What follows belongs to an exercise in optimizing a design on an open flow for small area; a production flow would make more cautious choices.
In this exercise RTL edits were held to simulation tests only and were not proved equivalent to the original.
Power is estimated from default activity; no workload was simulated.

==> run a: inputs <==
## ly_2257_7
module ly_2257_7(clk_in,rst,auto,Key,clk_out,clk_out2,codeout,low,middle);
Settings: LEC_CHECK=0, CAP_MARGIN=20, CORE_MARGIN=2, CORE_UTILIZATION=60, PLACE_DENSITY=0.75, SLEW_MARGIN=20; clock period 10.0 ns.
standard.sh (not shown) runs the stock make flow with config.mk's settings and CLKGATE_MAP_FILE= SYNTH_SCRIPT=/design/flow/synth_recipe.tcl, a recipe that flattens the netlist after the stock synthesis.
==> flow/flow/run.sh <==
#!/bin/bash
# The standard ORFS layout (standard.sh) with three changes:
#  - ABC restructures the logic (&deepsyn) and maps it for area (flow/abc_area.script),
#    otherwise the synthesis is synth_recipe.tcl unchanged;
#  - the ports get buf_1 buffers;
#  - the clock tree uses clkbuf_8 over sink clusters of up to 20 flip-flops (80 um across),
#    without dummy loads.
set -euo pipefail
here=$(pwd)
export BUFFER_PORTS_ARGS="-buffer_cell sky130_fd_sc_hd__buf_1"
export CTS_ARGS="-sink_clustering_enable -repair_clock_nets -dont_use_dummy_load -sink_clustering_size 20 -sink_clustering_max_diameter 80 -buf_list sky130_fd_sc_hd__clkbuf_8"
if [[ -f flow/abc_area.script ]]; then
  { head -n 1 synth_recipe.tcl
    echo "proc abc {args} { set i [lsearch -exact \$args -script]; if {\$i >= 0} { lset args [expr {\$i+1}] $here/flow/abc_area.script }; yosys abc {*}\$args }"
    tail -n +2 synth_recipe.tcl; } > own_synth.tcl
  sed "s#SYNTH_SCRIPT=[^ ]*#SYNTH_SCRIPT=$here/own_synth.tcl#" standard.sh > own_standard.sh
else
  cp standard.sh own_standard.sh
fi
bash own_standard.sh > standard_flow.log 2>&1
==> flow/flow/abc_area.script <==
strash
&get -n
&deepsyn -T 60
&dch -f
&nf -a
&put
topo
==> run b (differences from run a) <==
--- a/flow/design.v
+++ b/flow/design.v
@@ -128,27 +128,27 @@
 ly_2257_7_1 #(.K(9), .FT(0), .NN(0), .A(4), .B(0), .J(3), .X(9'd347), .MASK(9'd507), .RSTV(9'd190), .INV(9'd511)) m6(clk_in,rst,d7,middle[5]);
 ly_2257_7_1 #(.K(12), .FT(1), .NN(1), .A(2), .B(10), .J(0), .X(12'd8), .MASK(12'd2045), .RSTV(12'd16), .INV(12'd0)) m7(clk_in,rst,1'b1,middle[6]);
 wire t577;
 ly_2257_7_lfsr #(.K(10), .FT(0), .NN(0), .A(2), .B(0), .J(2), .X(10'd905), .MASK(10'd491), .RSTV(10'd791), .INV(10'd3)) tempo(clk_in,rst,t577);
 wire step_4HZ = !c8[0] & d13 & t577;
 reg  [5:0] count_n;
 wire [5:0] count = ~count_n;
-wire       cdet  = ((count ^ 6'd3) & 6'd59) == 0;
-wire       cfb   = count[5] ^ (count[3] & count[4]) ^ 1'b1;
+wire       cdet  = ((count ^ 6'd62) & 6'd62) == 0;
+wire       cfb   = !(count[5] ^ (count[0] & count[1]));
 reg  [5:0] cnext;
 always @(*)
 begin
 	cnext = {count[4:0], cfb};
 	if(cdet)
-		cnext[3] = 1'b1;
-end
-always @(posedge clk_in or negedge rst)
-begin
-	if(!rst)
-		count_n <= ~6'd4;
+		cnext[2] = 1'b0;
+end
+always @(posedge clk_in or negedge rst)
+begin
+	if(!rst)
+		count_n <= ~6'd31;
 	else if(auto && step_4HZ)
 		count_n <= ~cnext;
 end
 reg       toct;
 reg [2:0] tdig;
 reg       tmulti;
 reg [2:0] ldig, mdig;
@@ -181,77 +181,77 @@
 			toct   <= koct;
 			tdig   <= kdig;
 			tmulti <= kmulti;
 		end
 		else
 		begin
 			case(count)
-				6'd9 : begin toct <= 1'b0; tdig <= 3'd0; end
-				6'd19: begin toct <= 1'b1; tdig <= 3'd3; end
-				6'd39: begin toct <= 1'b1; tdig <= 3'd5; end
-				6'd14: begin toct <= 1'b1; tdig <= 3'd3; end
-				6'd29: begin toct <= 1'b1; tdig <= 3'd2; end
-				6'd58: begin toct <= 1'b1; tdig <= 3'd3; end
-				6'd53: begin toct <= 1'b1; tdig <= 3'd5; end
-				6'd42: begin toct <= 1'b1; tdig <= 3'd3; end
-				6'd20: begin toct <= 1'b1; tdig <= 3'd2; end
-				6'd41: begin toct <= 1'b1; tdig <= 3'd2; end
-				6'd18: begin toct <= 1'b1; tdig <= 3'd5; end
-				6'd37: begin toct <= 1'b1; tdig <= 3'd3; end
-				6'd10: begin toct <= 1'b1; tdig <= 3'd2; end
-				6'd21: begin toct <= 1'b1; tdig <= 3'd3; end
-				6'd43: begin toct <= 1'b1; tdig <= 3'd5; end
-				6'd22: begin toct <= 1'b1; tdig <= 3'd2; end
-				6'd45: begin toct <= 1'b1; tdig <= 3'd1; end
-				6'd26: begin toct <= 1'b1; tdig <= 3'd1; end
+				6'd62: begin toct <= 1'b0; tdig <= 3'd0; end
+				6'd56: begin toct <= 1'b1; tdig <= 3'd3; end
+				6'd48: begin toct <= 1'b1; tdig <= 3'd5; end
+				6'd32: begin toct <= 1'b1; tdig <= 3'd3; end
+				6'd0 : begin toct <= 1'b1; tdig <= 3'd2; end
+				6'd1 : begin toct <= 1'b1; tdig <= 3'd3; end
+				6'd3 : begin toct <= 1'b1; tdig <= 3'd5; end
+				6'd6 : begin toct <= 1'b1; tdig <= 3'd3; end
+				6'd13: begin toct <= 1'b1; tdig <= 3'd2; end
+				6'd27: begin toct <= 1'b1; tdig <= 3'd2; end
+				6'd54: begin toct <= 1'b1; tdig <= 3'd5; end
+				6'd44: begin toct <= 1'b1; tdig <= 3'd3; end
+				6'd24: begin toct <= 1'b1; tdig <= 3'd2; end
+				6'd49: begin toct <= 1'b1; tdig <= 3'd3; end
+				6'd34: begin toct <= 1'b1; tdig <= 3'd5; end
+				6'd4 : begin toct <= 1'b1; tdig <= 3'd2; end
+				6'd9 : begin toct <= 1'b1; tdig <= 3'd1; end
+				6'd19: begin toct <= 1'b1; tdig <= 3'd1; end
+				6'd38: begin toct <= 1'b1; tdig <= 3'd1; end
+				6'd12: begin toct <= 1'b1; tdig <= 3'd2; end
+				6'd25: begin toct <= 1'b1; tdig <= 3'd3; end
+				6'd51: begin toct <= 1'b1; tdig <= 3'd6; end
+				6'd39: begin toct <= 1'b1; tdig <= 3'd6; end
+				6'd15: begin toct <= 1'b1; tdig <= 3'd3; end
+				6'd30: begin toct <= 1'b1; tdig <= 3'd2; end
+				6'd61: begin toct <= 1'b1; tdig <= 3'd2; end
+				6'd58: begin toct <= 1'b1; tdig <= 3'd2; end
 				6'd52: begin toct <= 1'b1; tdig <= 3'd1; end
 				6'd40: begin toct <= 1'b1; tdig <= 3'd2; end
 				6'd16: begin toct <= 1'b1; tdig <= 3'd3; end
-				6'd33: begin toct <= 1'b1; tdig <= 3'd6; end
-				6'd2 : begin toct <= 1'b1; tdig <= 3'd6; end
+				6'd33: begin toct <= 1'b1; tdig <= 3'd3; end
+				6'd2 : begin toct <= 1'b1; tdig <= 3'd5; end
 				6'd5 : begin toct <= 1'b1; tdig <= 3'd3; end
-				6'd11: begin toct <= 1'b1; tdig <= 3'd2; end
-				6'd23: begin toct <= 1'b1; tdig <= 3'd2; end
-				6'd47: begin toct <= 1'b1; tdig <= 3'd2; end
-				6'd30: begin toct <= 1'b1; tdig <= 3'd1; end
-				6'd60: begin toct <= 1'b1; tdig <= 3'd2; end
+				6'd11: begin toct <= 1'b1; tdig <= 3'd5; end
+				6'd22: begin toct <= 1'b1; tdig <= 3'd5; end
+				6'd45: begin toct <= 1'b1; tdig <= 3'd3; end
+				6'd26: begin toct <= 1'b1; tdig <= 3'd2; end
+				6'd53: begin toct <= 1'b1; tdig <= 3'd3; end
+				6'd42: begin toct <= 1'b1; tdig <= 3'd5; end
+				6'd20: begin toct <= 1'b1; tdig <= 3'd3; end
+				6'd41: begin toct <= 1'b1; tdig <= 3'd2; end
+				6'd18: begin toct <= 1'b1; tdig <= 3'd3; end
+				6'd37: begin toct <= 1'b1; tdig <= 3'd5; end
+				6'd10: begin toct <= 1'b1; tdig <= 3'd3; end
+				6'd21: begin toct <= 1'b0; tdig <= 3'd5; end
+				6'd43: begin toct <= 1'b1; tdig <= 3'd6; end
+				6'd23: begin toct <= 1'b1; tdig <= 3'd6; end
+				6'd46: begin toct <= 1'b1; tdig <= 3'd3; end
+				6'd28: begin toct <= 1'b1; tdig <= 3'd3; end
 				6'd57: begin toct <= 1'b1; tdig <= 3'd3; end
-				6'd51: begin toct <= 1'b1; tdig <= 3'd3; end
-				6'd38: begin toct <= 1'b1; tdig <= 3'd5; end
-				6'd12: begin toct <= 1'b1; tdig <= 3'd3; end
-				6'd25: begin toct <= 1'b1; tdig <= 3'd5; end
-				6'd50: begin toct <= 1'b1; tdig <= 3'd5; end
-				6'd36: begin toct <= 1'b1; tdig <= 3'd3; end
+				6'd50: begin toct <= 1'b1; tdig <= 3'd2; end
+				6'd36: begin toct <= 1'b1; tdig <= 3'd1; end
 				6'd8 : begin toct <= 1'b1; tdig <= 3'd2; end
 				6'd17: begin toct <= 1'b1; tdig <= 3'd3; end
-				6'd35: begin toct <= 1'b1; tdig <= 3'd5; end
-				6'd6 : begin toct <= 1'b1; tdig <= 3'd3; end
-				6'd13: begin toct <= 1'b1; tdig <= 3'd2; end
-				6'd27: begin toct <= 1'b1; tdig <= 3'd3; end
-				6'd54: begin toct <= 1'b1; tdig <= 3'd5; end
-				6'd44: begin toct <= 1'b1; tdig <= 3'd3; end
-				6'd24: begin toct <= 1'b0; tdig <= 3'd5; end
-				6'd48: begin toct <= 1'b1; tdig <= 3'd6; end
-				6'd32: begin toct <= 1'b1; tdig <= 3'd6; end
-				6'd0 : begin toct <= 1'b1; tdig <= 3'd3; end
-				6'd1 : begin toct <= 1'b1; tdig <= 3'd3; end
-				6'd3 : begin toct <= 1'b1; tdig <= 3'd3; end
-				6'd15: begin toct <= 1'b1; tdig <= 3'd2; end
-				6'd31: begin toct <= 1'b1; tdig <= 3'd1; end
-				6'd62: begin toct <= 1'b1; tdig <= 3'd2; end
-				6'd61: begin toct <= 1'b1; tdig <= 3'd3; end
+				6'd35: begin toct <= 1'b1; tdig <= 3'd2; end
+				6'd7 : begin toct <= 1'b1; tdig <= 3'd1; end
+				6'd14: begin toct <= 1'b1; tdig <= 3'd2; end
+				6'd29: begin toct <= 1'b1; tdig <= 3'd3; end
 				6'd59: begin toct <= 1'b1; tdig <= 3'd2; end
-				6'd55: begin toct <= 1'b1; tdig <= 3'd1; end
-				6'd46: begin toct <= 1'b1; tdig <= 3'd2; end
-				6'd28: begin toct <= 1'b1; tdig <= 3'd3; end
-				6'd56: begin toct <= 1'b1; tdig <= 3'd2; end
-				6'd49: begin toct <= 1'b1; tdig <= 3'd6; end
-				6'd34: begin toct <= 1'b1; tdig <= 3'd6; end
+				6'd55: begin toct <= 1'b1; tdig <= 3'd6; end
+				6'd47: begin toct <= 1'b1; tdig <= 3'd6; end
 			endcase
-			if(count != 6'd4 && count != 6'd7 && count != 6'd63)
+			if(count != 6'd31 && count != 6'd60 && count != 6'd63)
 				tmulti <= 1'b0;
 		end
 	end
 end
 wire [7:0] lwave = {low, 1'b0};
 wire [7:0] mwave = {middle, 1'b0};
 always@(*)
==> flow/flow/abc_area.script (replaced) <==
strash
&get -n
&deepsyn -T 60
&nf -a -p -R 1000
&put
topo
==> run c (differences from run a) <==
==> flow/flow/abc_area.script (replaced) <==
strash
&get -n
&deepsyn -J 1000
&dch -f
&nf -a
&put
topo
==> run summary <==
Between run b and run a, the lower critical path depth is in run a (gap 1). Against run b, the global-route usage of run a is lower by 1.2 points. Sequential power is about the same in run b and run a. In run a the worst setup slack is better than in run c, by 7.9 ps. In run c the register-to-register slack is higher than in run a, by 300 ps. Power, lowest first: run a, run b, run c. Fmax, highest first: run a, run c, run b. In run c the combinational power is higher than in run b, by 7.2%. Between run a and run b, the lower first-iteration DRC count is in run a (gap about 25%, measured against run b). Die area: run b > run a > run c. Routed wire length, lowest first: run a, run c, run b.

==> inputs of v1 <==
==> flow/design.v <==
module ly_2257_7_lfsr(clk_in, rst, det);
parameter K    = 14;
parameter FT   = 0;
parameter NN   = 0;
parameter A    = 0;
parameter B    = 0;
parameter J    = 0;
parameter [K-1:0] X    = 0;
parameter [K-1:0] MASK = 0;
parameter [K-1:0] RSTV = 0;
parameter [K-1:0] INV  = 0;
input  clk_in;
input  rst;
output det;
reg  [K-1:0] t;                  
wire [K-1:0] s = t ^ INV;        
assign det = ((s ^ X) & MASK) == 0;
wire x = s[A];
wire y = s[B];
wire g = (FT == 0) ? x :
         (FT == 1) ? (x & y) :
         (FT == 2) ? (x | y) :
         (FT == 3) ? (x ^ y) : (x & ~y);
wire fb = s[K-1] ^ g ^ NN;
localparam XG  = (FT == 0) ? X[A] :
                 (FT == 1) ? (X[A] & X[B]) :
                 (FT == 2) ? (X[A] | X[B]) :
                 (FT == 3) ? (X[A] ^ X[B]) : (X[A] & ~X[B]);
localparam XJ  = (J == 0) ? !(X[K-1] ^ XG ^ NN) : !X[(J == 0) ? 0 : J-1];
wire [K-1:0] nat = {s[K-2:0], fb};
reg  [K-1:0] n;
always @(*)
begin
	n = nat;
	if(det)
		n[J] = XJ;
end
always @(posedge clk_in or negedge rst)
begin
	if(!rst)
		t <= RSTV ^ INV;
	else
		t <= n ^ INV;
end
endmodule
module ly_2257_7_1(clk_in,rst,clk_div);
parameter K    = 14;
parameter FT   = 0;
parameter NN   = 0;
parameter A    = 0;
parameter B    = 0;
parameter J    = 0;
parameter [K-1:0] X    = 0;
parameter [K-1:0] MASK = 0;
parameter [K-1:0] RSTV = 0;
parameter [K-1:0] INV  = 0;
input       clk_in;
input       rst;
output reg  clk_div;
wire det;
ly_2257_7_lfsr #(.K(K), .FT(FT), .NN(NN), .A(A), .B(B), .J(J),
                 .X(X), .MASK(MASK), .RSTV(RSTV), .INV(INV)) cnt(clk_in, rst, det);
always@(posedge clk_in or negedge rst)
begin
	if(!rst)
		clk_div <= 0;
	else if(det)
		clk_div <= !clk_div;
end
endmodule
module ly_2257_7_2(oct,dig,codeout);
input oct;
input [2:0] dig;
output reg [7:0] codeout;
always@ (*)
	begin
		codeout[7] = oct;
		case(dig)
			3'd1:    codeout[6:0] = 7'b000_0110;     
			3'd2:    codeout[6:0] = 7'b101_1011;     
			3'd3:    codeout[6:0] = 7'b100_1111;     
			3'd4:    codeout[6:0] = 7'b110_0110;     
			3'd5:    codeout[6:0] = 7'b110_1101;     
			3'd6:    codeout[6:0] = 7'b111_1100;     
			3'd7:    codeout[6:0] = 7'b000_0111;     
			default: codeout[6:0] = 7'b011_1111;     
		endcase
	end
endmodule
module ly_2257_7_3(clk_in,rst,auto,Key,clk_out,clk_out2,codeout,low,middle);
input clk_in;
input rst;
input auto;
input [13:0]  Key;
output reg   clk_out;
output reg   clk_out2;
output [7:0] codeout;
output wire  [6:0] low;
output wire  [6:0] middle;
ly_2257_7_1 #(.K(14), .FT(1), .NN(1), .A(2), .B(9), .J(3), .X(14'd68), .MASK(14'd16251), .RSTV(14'd129), .INV(14'd0)) l1(clk_in,rst,low[0]);
ly_2257_7_1 #(.K(14), .FT(4), .NN(1), .A(4), .B(11), .J(8), .X(14'd8799), .MASK(14'd16376), .RSTV(14'd1471), .INV(14'd255)) l2(clk_in,rst,low[1]);
ly_2257_7_1 #(.K(14), .FT(4), .NN(1), .A(3), .B(8), .J(11), .X(14'd1919), .MASK(14'd11262), .RSTV(14'd1791), .INV(14'd2047)) l3(clk_in,rst,low[2]);
ly_2257_7_1 #(.K(14), .FT(2), .NN(0), .A(11), .B(12), .J(1), .X(14'd4389), .MASK(14'd11991), .RSTV(14'd8777), .INV(14'd1)) l4(clk_in,rst,low[3]);
ly_2257_7_1 #(.K(13), .FT(0), .NN(0), .A(2), .B(0), .J(8), .X(13'd6275), .MASK(13'd8183), .RSTV(13'd4103), .INV(13'd0)) l5(clk_in,rst,low[4]);
ly_2257_7_1 #(.K(13), .FT(0), .NN(0), .A(3), .B(0), .J(4), .X(13'd4085), .MASK(13'd8189), .RSTV(13'd8186), .INV(13'd8176)) l6(clk_in,rst,low[5]);
ly_2257_7_1 #(.K(13), .FT(1), .NN(1), .A(10), .B(11), .J(7), .X(13'd4040), .MASK(13'd7162), .RSTV(13'd7952), .INV(13'd8064)) l7(clk_in,rst,low[6]);
ly_2257_7_1 #(.K(13), .FT(0), .NN(0), .A(2), .B(0), .J(10), .X(13'd3688), .MASK(13'd6907), .RSTV(13'd6352), .INV(13'd7168)) m1(clk_in,rst,middle[0]);
ly_2257_7_1 #(.K(13), .FT(0), .NN(0), .A(7), .B(0), .J(12), .X(13'd5119), .MASK(13'd6142), .RSTV(13'd6142), .INV(13'd8191)) m2(clk_in,rst,middle[1]);
ly_2257_7_1 #(.K(13), .FT(0), .NN(0), .A(7), .B(0), .J(3), .X(13'd7352), .MASK(13'd7407), .RSTV(13'd6520), .INV(13'd8184)) m3(clk_in,rst,middle[2]);
ly_2257_7_1 #(.K(13), .FT(1), .NN(1), .A(1), .B(4), .J(1), .X(13'd3), .MASK(13'd7930), .RSTV(13'd5), .INV(13'd1)) m4(clk_in,rst,middle[3]);
ly_2257_7_1 #(.K(12), .FT(4), .NN(1), .A(1), .B(2), .J(9), .X(12'd354), .MASK(12'd4079), .RSTV(12'd196), .INV(12'd0)) m5(clk_in,rst,middle[4]);
ly_2257_7_1 #(.K(12), .FT(1), .NN(1), .A(1), .B(2), .J(2), .X(12'd4031), .MASK(12'd4030), .RSTV(12'd3963), .INV(12'd4095)) m6(clk_in,rst,middle[5]);
ly_2257_7_1 #(.K(12), .FT(0), .NN(0), .A(0), .B(0), .J(6), .X(12'd1224), .MASK(12'd4055), .RSTV(12'd2512), .INV(12'd4032)) m7(clk_in,rst,middle[6]);
wire step_4HZ;
ly_2257_7_lfsr #(.K(14), .FT(1), .NN(1), .A(4), .B(7), .J(1), .X(14'd3557), .MASK(14'd15343), .RSTV(14'd5763), .INV(14'd1)) tempo(clk_in,rst,step_4HZ);
reg  [5:0] count_n;
wire [5:0] count = ~count_n;
wire       cdet  = ((count ^ 6'd62) & 6'd62) == 0;
wire       cfb   = !(count[5] ^ (count[0] & count[1]));
reg  [5:0] cnext;
always @(*)
begin
	cnext = {count[4:0], cfb};
	if(cdet)
		cnext[2] = 1'b0;
end
always @(posedge clk_in or negedge rst)
begin
	if(!rst)
		count_n <= ~6'd31;
	else if(auto && step_4HZ)
		count_n <= ~cnext;
end
reg       toct;
reg [2:0] tdig;
reg       tmulti;
reg [2:0] ldig, mdig;
integer   i;
always @(*)
begin
	ldig = 3'd0;
	mdig = 3'd0;
	for(i = 6; i >= 0; i = i - 1)
	begin
		if(Key[i])   ldig = i + 1;
		if(Key[i+7]) mdig = i + 1;
	end
end
wire       koct   = (ldig == 3'd0) && (mdig != 3'd0);
wire [2:0] kdig   = koct ? mdig : ldig;
wire       kmulti = |(Key & (Key - 14'd1));
always @(posedge clk_in or negedge rst)
begin
	if(!rst)
	begin
		toct   <= 1'b0;
		tdig   <= 3'd0;
		tmulti <= 1'b0;
	end
	else
	begin
		if(!auto)
		begin
			toct   <= koct;
			tdig   <= kdig;
			tmulti <= kmulti;
		end
		else
		begin
			case(count)
				6'd62: begin toct <= 1'b0; tdig <= 3'd0; end
				6'd56: begin toct <= 1'b1; tdig <= 3'd3; end
				6'd48: begin toct <= 1'b1; tdig <= 3'd5; end
				6'd32: begin toct <= 1'b1; tdig <= 3'd3; end
				6'd0 : begin toct <= 1'b1; tdig <= 3'd2; end
				6'd1 : begin toct <= 1'b1; tdig <= 3'd3; end
				6'd3 : begin toct <= 1'b1; tdig <= 3'd5; end
				6'd6 : begin toct <= 1'b1; tdig <= 3'd3; end
				6'd13: begin toct <= 1'b1; tdig <= 3'd2; end
				6'd27: begin toct <= 1'b1; tdig <= 3'd2; end
				6'd54: begin toct <= 1'b1; tdig <= 3'd5; end
				6'd44: begin toct <= 1'b1; tdig <= 3'd3; end
				6'd24: begin toct <= 1'b1; tdig <= 3'd2; end
				6'd49: begin toct <= 1'b1; tdig <= 3'd3; end
				6'd34: begin toct <= 1'b1; tdig <= 3'd5; end
				6'd4 : begin toct <= 1'b1; tdig <= 3'd2; end
				6'd9 : begin toct <= 1'b1; tdig <= 3'd1; end
				6'd19: begin toct <= 1'b1; tdig <= 3'd1; end
				6'd38: begin toct <= 1'b1; tdig <= 3'd1; end
				6'd12: begin toct <= 1'b1; tdig <= 3'd2; end
				6'd25: begin toct <= 1'b1; tdig <= 3'd3; end
				6'd51: begin toct <= 1'b1; tdig <= 3'd6; end
				6'd39: begin toct <= 1'b1; tdig <= 3'd6; end
				6'd15: begin toct <= 1'b1; tdig <= 3'd3; end
				6'd30: begin toct <= 1'b1; tdig <= 3'd2; end
				6'd61: begin toct <= 1'b1; tdig <= 3'd2; end
				6'd58: begin toct <= 1'b1; tdig <= 3'd2; end
				6'd52: begin toct <= 1'b1; tdig <= 3'd1; end
				6'd40: begin toct <= 1'b1; tdig <= 3'd2; end
				6'd16: begin toct <= 1'b1; tdig <= 3'd3; end
				6'd33: begin toct <= 1'b1; tdig <= 3'd3; end
				6'd2 : begin toct <= 1'b1; tdig <= 3'd5; end
				6'd5 : begin toct <= 1'b1; tdig <= 3'd3; end
				6'd11: begin toct <= 1'b1; tdig <= 3'd5; end
				6'd22: begin toct <= 1'b1; tdig <= 3'd5; end
				6'd45: begin toct <= 1'b1; tdig <= 3'd3; end
				6'd26: begin toct <= 1'b1; tdig <= 3'd2; end
				6'd53: begin toct <= 1'b1; tdig <= 3'd3; end
				6'd42: begin toct <= 1'b1; tdig <= 3'd5; end
				6'd20: begin toct <= 1'b1; tdig <= 3'd3; end
				6'd41: begin toct <= 1'b1; tdig <= 3'd2; end
				6'd18: begin toct <= 1'b1; tdig <= 3'd3; end
				6'd37: begin toct <= 1'b1; tdig <= 3'd5; end
				6'd10: begin toct <= 1'b1; tdig <= 3'd3; end
				6'd21: begin toct <= 1'b0; tdig <= 3'd5; end
				6'd43: begin toct <= 1'b1; tdig <= 3'd6; end
				6'd23: begin toct <= 1'b1; tdig <= 3'd6; end
				6'd46: begin toct <= 1'b1; tdig <= 3'd3; end
				6'd28: begin toct <= 1'b1; tdig <= 3'd3; end
				6'd57: begin toct <= 1'b1; tdig <= 3'd3; end
				6'd50: begin toct <= 1'b1; tdig <= 3'd2; end
				6'd36: begin toct <= 1'b1; tdig <= 3'd1; end
				6'd8 : begin toct <= 1'b1; tdig <= 3'd2; end
				6'd17: begin toct <= 1'b1; tdig <= 3'd3; end
				6'd35: begin toct <= 1'b1; tdig <= 3'd2; end
				6'd7 : begin toct <= 1'b1; tdig <= 3'd1; end
				6'd14: begin toct <= 1'b1; tdig <= 3'd2; end
				6'd29: begin toct <= 1'b1; tdig <= 3'd3; end
				6'd59: begin toct <= 1'b1; tdig <= 3'd2; end
				6'd55: begin toct <= 1'b1; tdig <= 3'd6; end
				6'd47: begin toct <= 1'b1; tdig <= 3'd6; end
			endcase
			if(count != 6'd31 && count != 6'd60 && count != 6'd63)
				tmulti <= 1'b0;
		end
	end
end
wire [7:0] lwave = {low, 1'b0};
wire [7:0] mwave = {middle, 1'b0};
always@(*)
	clk_out = (toct ? mwave[tdig] : lwave[tdig]) & !tmulti;
always @(*)	clk_out2 = clk_out;
ly_2257_7_2 show(
	.oct(toct),
	.dig(tdig),
	.codeout(codeout)
);
endmodule
module ly_2257_7(clk_in,rst,auto,Key,clk_out,clk_out2,codeout,low,middle);
input 		clk_in; 
input 		rst; 
input			auto; 
input [13:0]Key;
output wire [7:0]	codeout;  
output wire	clk_out;		 
output wire clk_out2;	 
output wire [6:0]low;
output wire [6:0]middle;
ly_2257_7_3 play(
	.clk_in(clk_in),
	.rst(rst),
	.auto(auto),
	.Key(Key) ,
	.clk_out(clk_out),
	.codeout(codeout),
	.low(low),
	.clk_out2(clk_out2),
	.middle(middle)
);
endmodule
==> flow/flow/run.sh <==
#!/bin/bash
# The standard ORFS layout (standard.sh) with three changes:
#  - ABC restructures the logic (&deepsyn) and maps it for area (flow/abc_area.script),
#    otherwise the synthesis is synth_recipe.tcl unchanged;
#  - the ports get buf_1 buffers;
#  - the clock tree uses clkbuf_8 over sink clusters of up to 20 flip-flops (80 um across),
#    without dummy loads.
set -euo pipefail
here=$(pwd)
export BUFFER_PORTS_ARGS="-buffer_cell sky130_fd_sc_hd__buf_1"
export CTS_ARGS="-sink_clustering_enable -repair_clock_nets -dont_use_dummy_load -sink_clustering_size 20 -sink_clustering_max_diameter 80 -buf_list sky130_fd_sc_hd__clkbuf_8"
if [[ -f flow/abc_area.script ]]; then
  { head -n 1 synth_recipe.tcl
    echo "proc abc {args} { set i [lsearch -exact \$args -script]; if {\$i >= 0} { lset args [expr {\$i+1}] $here/flow/abc_area.script }; yosys abc {*}\$args }"
    tail -n +2 synth_recipe.tcl; } > own_synth.tcl
  sed "s#SYNTH_SCRIPT=[^ ]*#SYNTH_SCRIPT=$here/own_synth.tcl#" standard.sh > own_standard.sh
else
  cp standard.sh own_standard.sh
fi
bash own_standard.sh > standard_flow.log 2>&1
==> flow/flow/abc_area.script <==
strash
&get -n
&deepsyn -T 60
&dch -f
&nf -a
&put
topo
==> flow/standard.sh <==
#!/bin/bash
# synth_recipe.tcl (not shown) runs the flow's synth.tcl, then flattens the netlist and writes it again
# the make line also repeats each setting of config.mk as NAME=value (left out here)
make -C /OpenROAD-flow-scripts/flow DESIGN_CONFIG=/design/flow/config.mk WORK_HOME=/design/flow/orfs CLKGATE_MAP_FILE= SYNTH_SCRIPT=/design/flow/synth_recipe.tcl "${@:-finish}"
==> flow/config.mk <==
export PLATFORM = sky130hd
export DESIGN_NAME = ly_2257_7
export DESIGN_NICKNAME = ly_2257_7
export VERILOG_FILES = /design/flow/design.v
export SDC_FILE = /design/flow/constraint.sdc
export NUM_CORES = 4
export LEC_CHECK = 0
export CAP_MARGIN = 20
export CORE_MARGIN = 2
export CORE_UTILIZATION = 60
export PLACE_DENSITY = 0.75
export SLEW_MARGIN = 20
==> flow/constraint.sdc <==
create_clock -name core_clock -period 10.0 [get_ports {clk_in}]
set_input_delay 2.0000 -clock core_clock [delete_from_list [all_inputs] [get_ports {clk_in}]]
set_output_delay 2.0000 -clock core_clock [all_outputs]
set_load 0.01 [all_outputs]
==> v28 (differences from v1) <==
--- a/flow/design.v
+++ b/flow/design.v
@@ -44,5 +44,5 @@
 end
 endmodule
-module ly_2257_7_1(clk_in,rst,clk_div);
+module ly_2257_7_1(clk_in,rst,en,clk_div);
 parameter K    = 14;
 parameter FT   = 0;
@@ -57,4 +57,5 @@
 input       clk_in;
 input       rst;
+input       en;
 output reg  clk_div;
 wire det;
@@ -65,5 +66,5 @@
 	if(!rst)
 		clk_div <= 0;
-	else if(det)
+	else if(en && det)
 		clk_div <= !clk_div;
 end
@@ -98,20 +99,36 @@
 output wire  [6:0] low;
 output wire  [6:0] middle;
-ly_2257_7_1 #(.K(14), .FT(1), .NN(1), .A(2), .B(9), .J(3), .X(14'd68), .MASK(14'd16251), .RSTV(14'd129), .INV(14'd0)) l1(clk_in,rst,low[0]);
-ly_2257_7_1 #(.K(14), .FT(4), .NN(1), .A(4), .B(11), .J(8), .X(14'd8799), .MASK(14'd16376), .RSTV(14'd1471), .INV(14'd255)) l2(clk_in,rst,low[1]);
-ly_2257_7_1 #(.K(14), .FT(4), .NN(1), .A(3), .B(8), .J(11), .X(14'd1919), .MASK(14'd11262), .RSTV(14'd1791), .INV(14'd2047)) l3(clk_in,rst,low[2]);
-ly_2257_7_1 #(.K(14), .FT(2), .NN(0), .A(11), .B(12), .J(1), .X(14'd4389), .MASK(14'd11991), .RSTV(14'd8777), .INV(14'd1)) l4(clk_in,rst,low[3]);
-ly_2257_7_1 #(.K(13), .FT(0), .NN(0), .A(2), .B(0), .J(8), .X(13'd6275), .MASK(13'd8183), .RSTV(13'd4103), .INV(13'd0)) l5(clk_in,rst,low[4]);
-ly_2257_7_1 #(.K(13), .FT(0), .NN(0), .A(3), .B(0), .J(4), .X(13'd4085), .MASK(13'd8189), .RSTV(13'd8186), .INV(13'd8176)) l6(clk_in,rst,low[5]);
-ly_2257_7_1 #(.K(13), .FT(1), .NN(1), .A(10), .B(11), .J(7), .X(13'd4040), .MASK(13'd7162), .RSTV(13'd7952), .INV(13'd8064)) l7(clk_in,rst,low[6]);
-ly_2257_7_1 #(.K(13), .FT(0), .NN(0), .A(2), .B(0), .J(10), .X(13'd3688), .MASK(13'd6907), .RSTV(13'd6352), .INV(13'd7168)) m1(clk_in,rst,middle[0]);
-ly_2257_7_1 #(.K(13), .FT(0), .NN(0), .A(7), .B(0), .J(12), .X(13'd5119), .MASK(13'd6142), .RSTV(13'd6142), .INV(13'd8191)) m2(clk_in,rst,middle[1]);
-ly_2257_7_1 #(.K(13), .FT(0), .NN(0), .A(7), .B(0), .J(3), .X(13'd7352), .MASK(13'd7407), .RSTV(13'd6520), .INV(13'd8184)) m3(clk_in,rst,middle[2]);
-ly_2257_7_1 #(.K(13), .FT(1), .NN(1), .A(1), .B(4), .J(1), .X(13'd3), .MASK(13'd7930), .RSTV(13'd5), .INV(13'd1)) m4(clk_in,rst,middle[3]);
-ly_2257_7_1 #(.K(12), .FT(4), .NN(1), .A(1), .B(2), .J(9), .X(12'd354), .MASK(12'd4079), .RSTV(12'd196), .INV(12'd0)) m5(clk_in,rst,middle[4]);
-ly_2257_7_1 #(.K(12), .FT(1), .NN(1), .A(1), .B(2), .J(2), .X(12'd4031), .MASK(12'd4030), .RSTV(12'd3963), .INV(12'd4095)) m6(clk_in,rst,middle[5]);
-ly_2257_7_1 #(.K(12), .FT(0), .NN(0), .A(0), .B(0), .J(6), .X(12'd1224), .MASK(12'd4055), .RSTV(12'd2512), .INV(12'd4032)) m7(clk_in,rst,middle[6]);
-wire step_4HZ;
-ly_2257_7_lfsr #(.K(14), .FT(1), .NN(1), .A(4), .B(7), .J(1), .X(14'd3557), .MASK(14'd15343), .RSTV(14'd5763), .INV(14'd1)) tempo(clk_in,rst,step_4HZ);
+reg  [2:0] c8;
+wire       d2 = c8[0];
+wire       d4 = c8[0] & c8[1];
+wire       d8 = &c8;
+wire       d7, d13, d19;
+always @(posedge clk_in or negedge rst)
+begin
+	if(!rst)
+		c8 <= 3'd0;
+	else
+		c8 <= c8 + 3'd1;
+end
+ly_2257_7_lfsr #(.K(3), .FT(4), .NN(1), .A(0), .B(1), .J(0), .X(3'd3), .MASK(3'd3), .RSTV(3'd6), .INV(3'd7)) s7(clk_in,rst,d7);
+ly_2257_7_lfsr #(.K(4), .FT(0), .NN(0), .A(0), .B(0), .J(0), .X(4'd13), .MASK(4'd7), .RSTV(4'd11), .INV(4'd15)) s13(clk_in,rst,d13);
+ly_2257_7_lfsr #(.K(5), .FT(0), .NN(0), .A(0), .B(0), .J(1), .X(5'd15), .MASK(5'd14), .RSTV(5'd29), .INV(5'd31)) s19(clk_in,rst,d19);
+ly_2257_7_1 #(.K(10), .FT(0), .NN(0), .A(6), .B(0), .J(8), .X(10'd222), .MASK(10'd999), .RSTV(10'd189), .INV(10'd255)) l1(clk_in,rst,d19,low[0]);
+ly_2257_7_1 #(.K(11), .FT(0), .NN(0), .A(2), .B(0), .J(1), .X(11'd938), .MASK(11'd765), .RSTV(11'd1878), .INV(11'd2046)) l2(clk_in,rst,d8,low[1]);
+ly_2257_7_1 #(.K(5), .FT(0), .NN(0), .A(2), .B(0), .J(3), .X(5'd2), .MASK(5'd29), .RSTV(5'd12), .INV(5'd0)) l3(clk_in,rst,d4 & d7 & d13,low[2]);
+ly_2257_7_1 #(.K(13), .FT(0), .NN(0), .A(9), .B(0), .J(3), .X(13'd4134), .MASK(13'd8094), .RSTV(13'd69), .INV(13'd7)) l4(clk_in,rst,d2,low[3]);
+ly_2257_7_1 #(.K(12), .FT(1), .NN(1), .A(3), .B(6), .J(0), .X(12'd1028), .MASK(12'd4094), .RSTV(12'd2056), .INV(12'd0)) l5(clk_in,rst,d2,low[4]);
+ly_2257_7_1 #(.K(13), .FT(0), .NN(0), .A(3), .B(0), .J(4), .X(13'd4085), .MASK(13'd8189), .RSTV(13'd8186), .INV(13'd8176)) l6(clk_in,rst,1'b1,low[5]);
+ly_2257_7_1 #(.K(11), .FT(0), .NN(0), .A(3), .B(0), .J(2), .X(11'd18), .MASK(11'd1789), .RSTV(11'd32), .INV(11'd0)) l7(clk_in,rst,d4,low[6]);
+ly_2257_7_1 #(.K(12), .FT(0), .NN(0), .A(0), .B(0), .J(3), .X(12'd1057), .MASK(12'd3063), .RSTV(12'd2123), .INV(12'd7)) m1(clk_in,rst,d2,middle[0]);
+ly_2257_7_1 #(.K(13), .FT(0), .NN(0), .A(6), .B(0), .J(11), .X(13'd2564), .MASK(13'd7934), .RSTV(13'd7176), .INV(13'd6144)) m2(clk_in,rst,1'b1,middle[1]);
+ly_2257_7_1 #(.K(13), .FT(0), .NN(0), .A(7), .B(0), .J(3), .X(13'd7352), .MASK(13'd7407), .RSTV(13'd6520), .INV(13'd8184)) m3(clk_in,rst,1'b1,middle[2]);
+ly_2257_7_1 #(.K(7), .FT(0), .NN(0), .A(5), .B(0), .J(3), .X(7'd1), .MASK(7'd124), .RSTV(7'd10), .INV(7'd0)) m4(clk_in,rst,d2 & d19,middle[3]);
+ly_2257_7_1 #(.K(11), .FT(0), .NN(0), .A(7), .B(0), .J(8), .X(11'd2047), .MASK(11'd2046), .RSTV(11'd1790), .INV(11'd2047)) m5(clk_in,rst,d2,middle[4]);
+ly_2257_7_1 #(.K(9), .FT(0), .NN(0), .A(4), .B(0), .J(3), .X(9'd347), .MASK(9'd507), .RSTV(9'd190), .INV(9'd511)) m6(clk_in,rst,d7,middle[5]);
+ly_2257_7_1 #(.K(12), .FT(1), .NN(1), .A(2), .B(10), .J(0), .X(12'd8), .MASK(12'd2045), .RSTV(12'd16), .INV(12'd0)) m7(clk_in,rst,1'b1,middle[6]);
+wire t577;
+ly_2257_7_lfsr #(.K(10), .FT(0), .NN(0), .A(2), .B(0), .J(2), .X(10'd905), .MASK(10'd491), .RSTV(10'd791), .INV(10'd3)) tempo(clk_in,rst,t577);
+wire step_4HZ = !c8[0] & d13 & t577;
 reg  [5:0] count_n;
 wire [5:0] count = ~count_n;
==> v23 (differences from v1) <==
--- a/flow/flow/run.sh
+++ b/flow/flow/run.sh
@@ -1,5 +1,5 @@
 #!/bin/bash
 # The standard ORFS layout (standard.sh) with three changes:
-#  - ABC restructures the logic (&deepsyn) and maps it for area (flow/abc_area.script),
+#  - ABC maps the logic with an area-oriented script (flow/abc_area.script),
 #    otherwise the synthesis is synth_recipe.tcl unchanged;
 #  - the ports get buf_1 buffers;
==> flow/flow/abc_area.script (replaced) <==
strash
&get -n
&dch -f
&nf -R 1000 -a
&put
topo
==> run summary <==
- Between v28 and v23, the lower power is in v28 (gap 8.5%, measured against v23).
- Of v23 and v1, v23 has the higher combinational power (gap about 3%, measured against v1).
- v23 finished with timing, DRC and antenna clean. v1 passed the timing, DRC and antenna checks. v28 went through all stages and came out clean.
- First-iteration DRC count, highest first: v23, v1, v28.
- Die area: v23 > v1 > v28.
- Between v28 and v23, the lower non-clock buffer count is in v23 (gap 1).
- In v23 the clock power is higher than in v28, by about 6.6%.
- Between v1 and v23, the lower synthesized area is in v1 (gap about 4%, measured against v23).
- The lowest wire length belongs to v28, the highest to v23.
- Synthesized cell count: v23 > v1 > v28.
- Worst hold slack, lowest first: v28, v23, v1.

## static timing again, ports no longer ideal
No port has a modelled driver above. Below, the same layouts with a new extraction and two added sets of constraints.
Step 1 (the two cells are an assumption about what drives the block):
set clk [get_ports {clk_in}]
set_driving_cell -lib_cell sky130_fd_sc_hd__clkbuf_16 $clk
set_driving_cell -lib_cell sky130_fd_sc_hd__buf_2 [delete_from_list [all_inputs] $clk]
Step 2 also shifts input and output timing later by t, the mid clock arrival at the registers, as if the neighbouring blocks saw the same clock.
a / b / c = ideal ports / drivers / drivers and shift; a / b = the first two.
run	t, ns	slack for setup (ns)	worst setup path after step 2
run a	0.471	5.823 / 5.790 / 6.138	input to register
run b	0.469	5.728 / 5.697 / 5.794	input, reset recovery
run c	0.476	5.815 / 5.782 / 6.029	input, reset recovery
v1	0.477	5.572 / 5.540 / 6.016	register to output
v28	0.488	5.733 / 5.697 / 6.185	register to output
v23	0.484	5.962 / 5.925 / 6.348	input to register
After both steps setup and hold are still met in every run listed. The worst setup slack also covers recovery checks on asynchronous resets.
